Source: an optimization exercise on an open RTL-to-GDS flow (aim: small area, a short achievable clock period and few clock cycles per item). Production flows keep margins and buffers that such runs may drop.
In this exercise RTL edits were held to simulation tests only and were not proved equivalent to the original.
Power and IR drop assume default switching activity.

== purple ==
// fpmul
module fpmul(
    input wire Clk,
    input wire Rst,
    input wire Start,
    input wire [31:0] A,
    input wire [31:0] B,
    output wire Done,
    output wire [31:0] P,
    output wire UF,
    output wire OF,
    output wire NaNF,
    output wire InfF,
    output wire DNF,
    output wire ZF );
    fpmul_cu cu (
        .Clk(Clk), .Rst(Rst), .Start(Start), .Done(Done));
    fpmul_dp dp (
        .clk(Clk), .A(A), .B(B),
        .P(P), .UF(UF), .OF(OF), .NaNF(NaNF), .InfF(InfF), .DNF(DNF), .ZF(ZF));
endmodule
Settings: LEC_CHECK=0, CAP_MARGIN=20, CORE_MARGIN=2, CORE_UTILIZATION=50, PLACE_DENSITY=0.7, SETUP_SLACK_MARGIN=2.75, SLEW_MARGIN=20, SYNTH_HIERARCHICAL=1; clock period 8.0 ns.
standard.sh (not shown) runs the stock make flow with config.mk's settings and CLKGATE_MAP_FILE= SYNTH_SCRIPT=/design/flow/synth_recipe.tcl, a recipe that flattens the netlist after the stock synthesis.
==> flow/flow/run.sh <==
#!/bin/bash
# Layout flow: the standard flow (standard.sh), run unchanged for
# synthesis, then for the rest of the layout with two ORFS settings changed:
# the port buffers are buf_4 cells (instead of the delay cells the resizer
# picks by default), and timing repair may resize a cell to one of another
# footprint. Each make run's output is kept in its own log file here.
set -euo pipefail
cd "$(dirname "$0")/.."
bash standard.sh synth > synth.log 2>&1
sed 's|"\${@:-finish}"|MATCH_CELL_FOOTPRINT=0 "BUFFER_PORTS_ARGS=-buffer_cell sky130_fd_sc_hd__buf_4" "${@:-finish}"|' \
    standard.sh > layout.sh
grep -q 'MATCH_CELL_FOOTPRINT=0' layout.sh
bash layout.sh finish > layout.log 2>&1
Testbench counts of purple, summed over its fixed seeds: cycles 4,096, items 2,048.
> inputs changed (purple -> red)
Settings: PLACE_DENSITY now 0.6, was 0.7; CORE_UTILIZATION now 40, was 50.
Findings:
red has completed all stages; timing, DRC and antenna checks passed. Comparing purple and red, the lower half-perimeter wire length after placement was measured on purple. Comparing red with purple, the routed wire length came out essentially unchanged. purple → red: clock latency reported for the late side of the worst-skew pair held steady, width of the die grew by 12%. red vs purple — number of cells after detailed placement rose about 4%. Diff purple -> red | end-of-flow core utilization | decrease of 12 points. Compared with purple, in red minimum period implied by the final worst setup slack saw an increase, share of final layout cell area taken by non-clock buffers saw a decrease. When the final numbers for purple and red were put side by side, the count of clock-buffer cells in the layout turned out to be greater in purple. Share of the clock period used by the worst path after layout delta (red -> purple): insignificant.


Starting RTL as in the previous note.
Settings: LEC_CHECK=0, CAP_MARGIN=20, CORE_MARGIN=2, CORE_UTILIZATION=40, PLACE_DENSITY=0.6, SETUP_SLACK_MARGIN=2.75, SLEW_MARGIN=20, SYNTH_HIERARCHICAL=1; clock period 8.0 ns.
==> flow/flow/run.sh <==
#!/bin/bash
# Layout flow: the standard flow (standard.sh), run unchanged for
# synthesis, then for the rest of the layout with two ORFS settings changed:
# the port buffers are buf_2 cells (instead of the delay cells the resizer
# picks by default), and timing repair may resize a cell to one of another
# footprint. Each make run's output is kept in its own log file here.
set -euo pipefail
cd "$(dirname "$0")/.."
bash standard.sh synth > synth.log 2>&1
sed 's|"\${@:-finish}"|MATCH_CELL_FOOTPRINT=0 "BUFFER_PORTS_ARGS=-buffer_cell sky130_fd_sc_hd__buf_2" "${@:-finish}"|' \
    standard.sh > layout.sh
grep -q 'MATCH_CELL_FOOTPRINT=0' layout.sh
bash layout.sh finish > layout.log 2>&1
Testbench counts at the start, summed over its fixed seeds: cycles 4,096, items 2,048.
==> next run, changes <==
==> flow/flow/run.sh (replaced) <==
#!/bin/bash
# Layout flow: the standard flow (standard.sh), run unchanged for
# synthesis, then for the rest of the layout with two ORFS settings changed:
# the port buffers are buf_4 cells (instead of the delay cells the resizer
# picks by default), and timing repair may resize a cell to one of another
# footprint. Each make run's output is kept in its own log file here.
set -euo pipefail
cd "$(dirname "$0")/.."
bash standard.sh synth > synth.log 2>&1
sed 's|"\${@:-finish}"|MATCH_CELL_FOOTPRINT=0 "BUFFER_PORTS_ARGS=-buffer_cell sky130_fd_sc_hd__buf_4" "${@:-finish}"|' \
    standard.sh > layout.sh
grep -q 'MATCH_CELL_FOOTPRINT=0' layout.sh
bash layout.sh finish > layout.log 2>&1
- SETUP_SLACK_MARGIN: 2.75 -> 2.9
Outcome: Clock skew stays the same; sequential share of layout area went down by 0.55 points; hold slack is about the same; flip-flop and latch count does not change; non-clock buffer count increases by 22; final cell count rises by 0.98%; fmax is higher by 2.3%; power is higher by 7.6%; core utilization goes up by 3.5 points.

what the ideal ports hide:
The flow's constraints put no driver on any port. The routed layouts listed below were extracted and timed again, unchanged, in two steps. Step 1 (the two cells are an assumption about what drives the block):
set clk [get_ports {Clk}]
set_driving_cell -lib_cell sky130_fd_sc_hd__clkbuf_16 $clk
set_driving_cell -lib_cell sky130_fd_sc_hd__buf_2 [delete_from_list [all_inputs] $clk]
Step 2 also shifts input and output timing later by t, the mid clock arrival at the registers, as if the neighbouring blocks saw the same clock. Three values: no drivers, after step 1, after step 2; two values: the first two.
run	shift t [ns]	setup WS [ns]	worst setup path after step 2
purple	0.398	2.794 / 2.748 / 2.350	input to register
red	0.424	2.785 / 2.810 / 2.385	input to register
the first run of note 2	0.409	2.801 / 2.829 / 2.419	input to register
the second run of note 2	0.417	2.916 / 2.801 / 2.384	input to register
After both steps setup and hold are still met in every run listed. For the second run of note 2, which loses most, drivers alone change the setup slack by -0.115 ns; drivers and shift together by -0.532 ns.
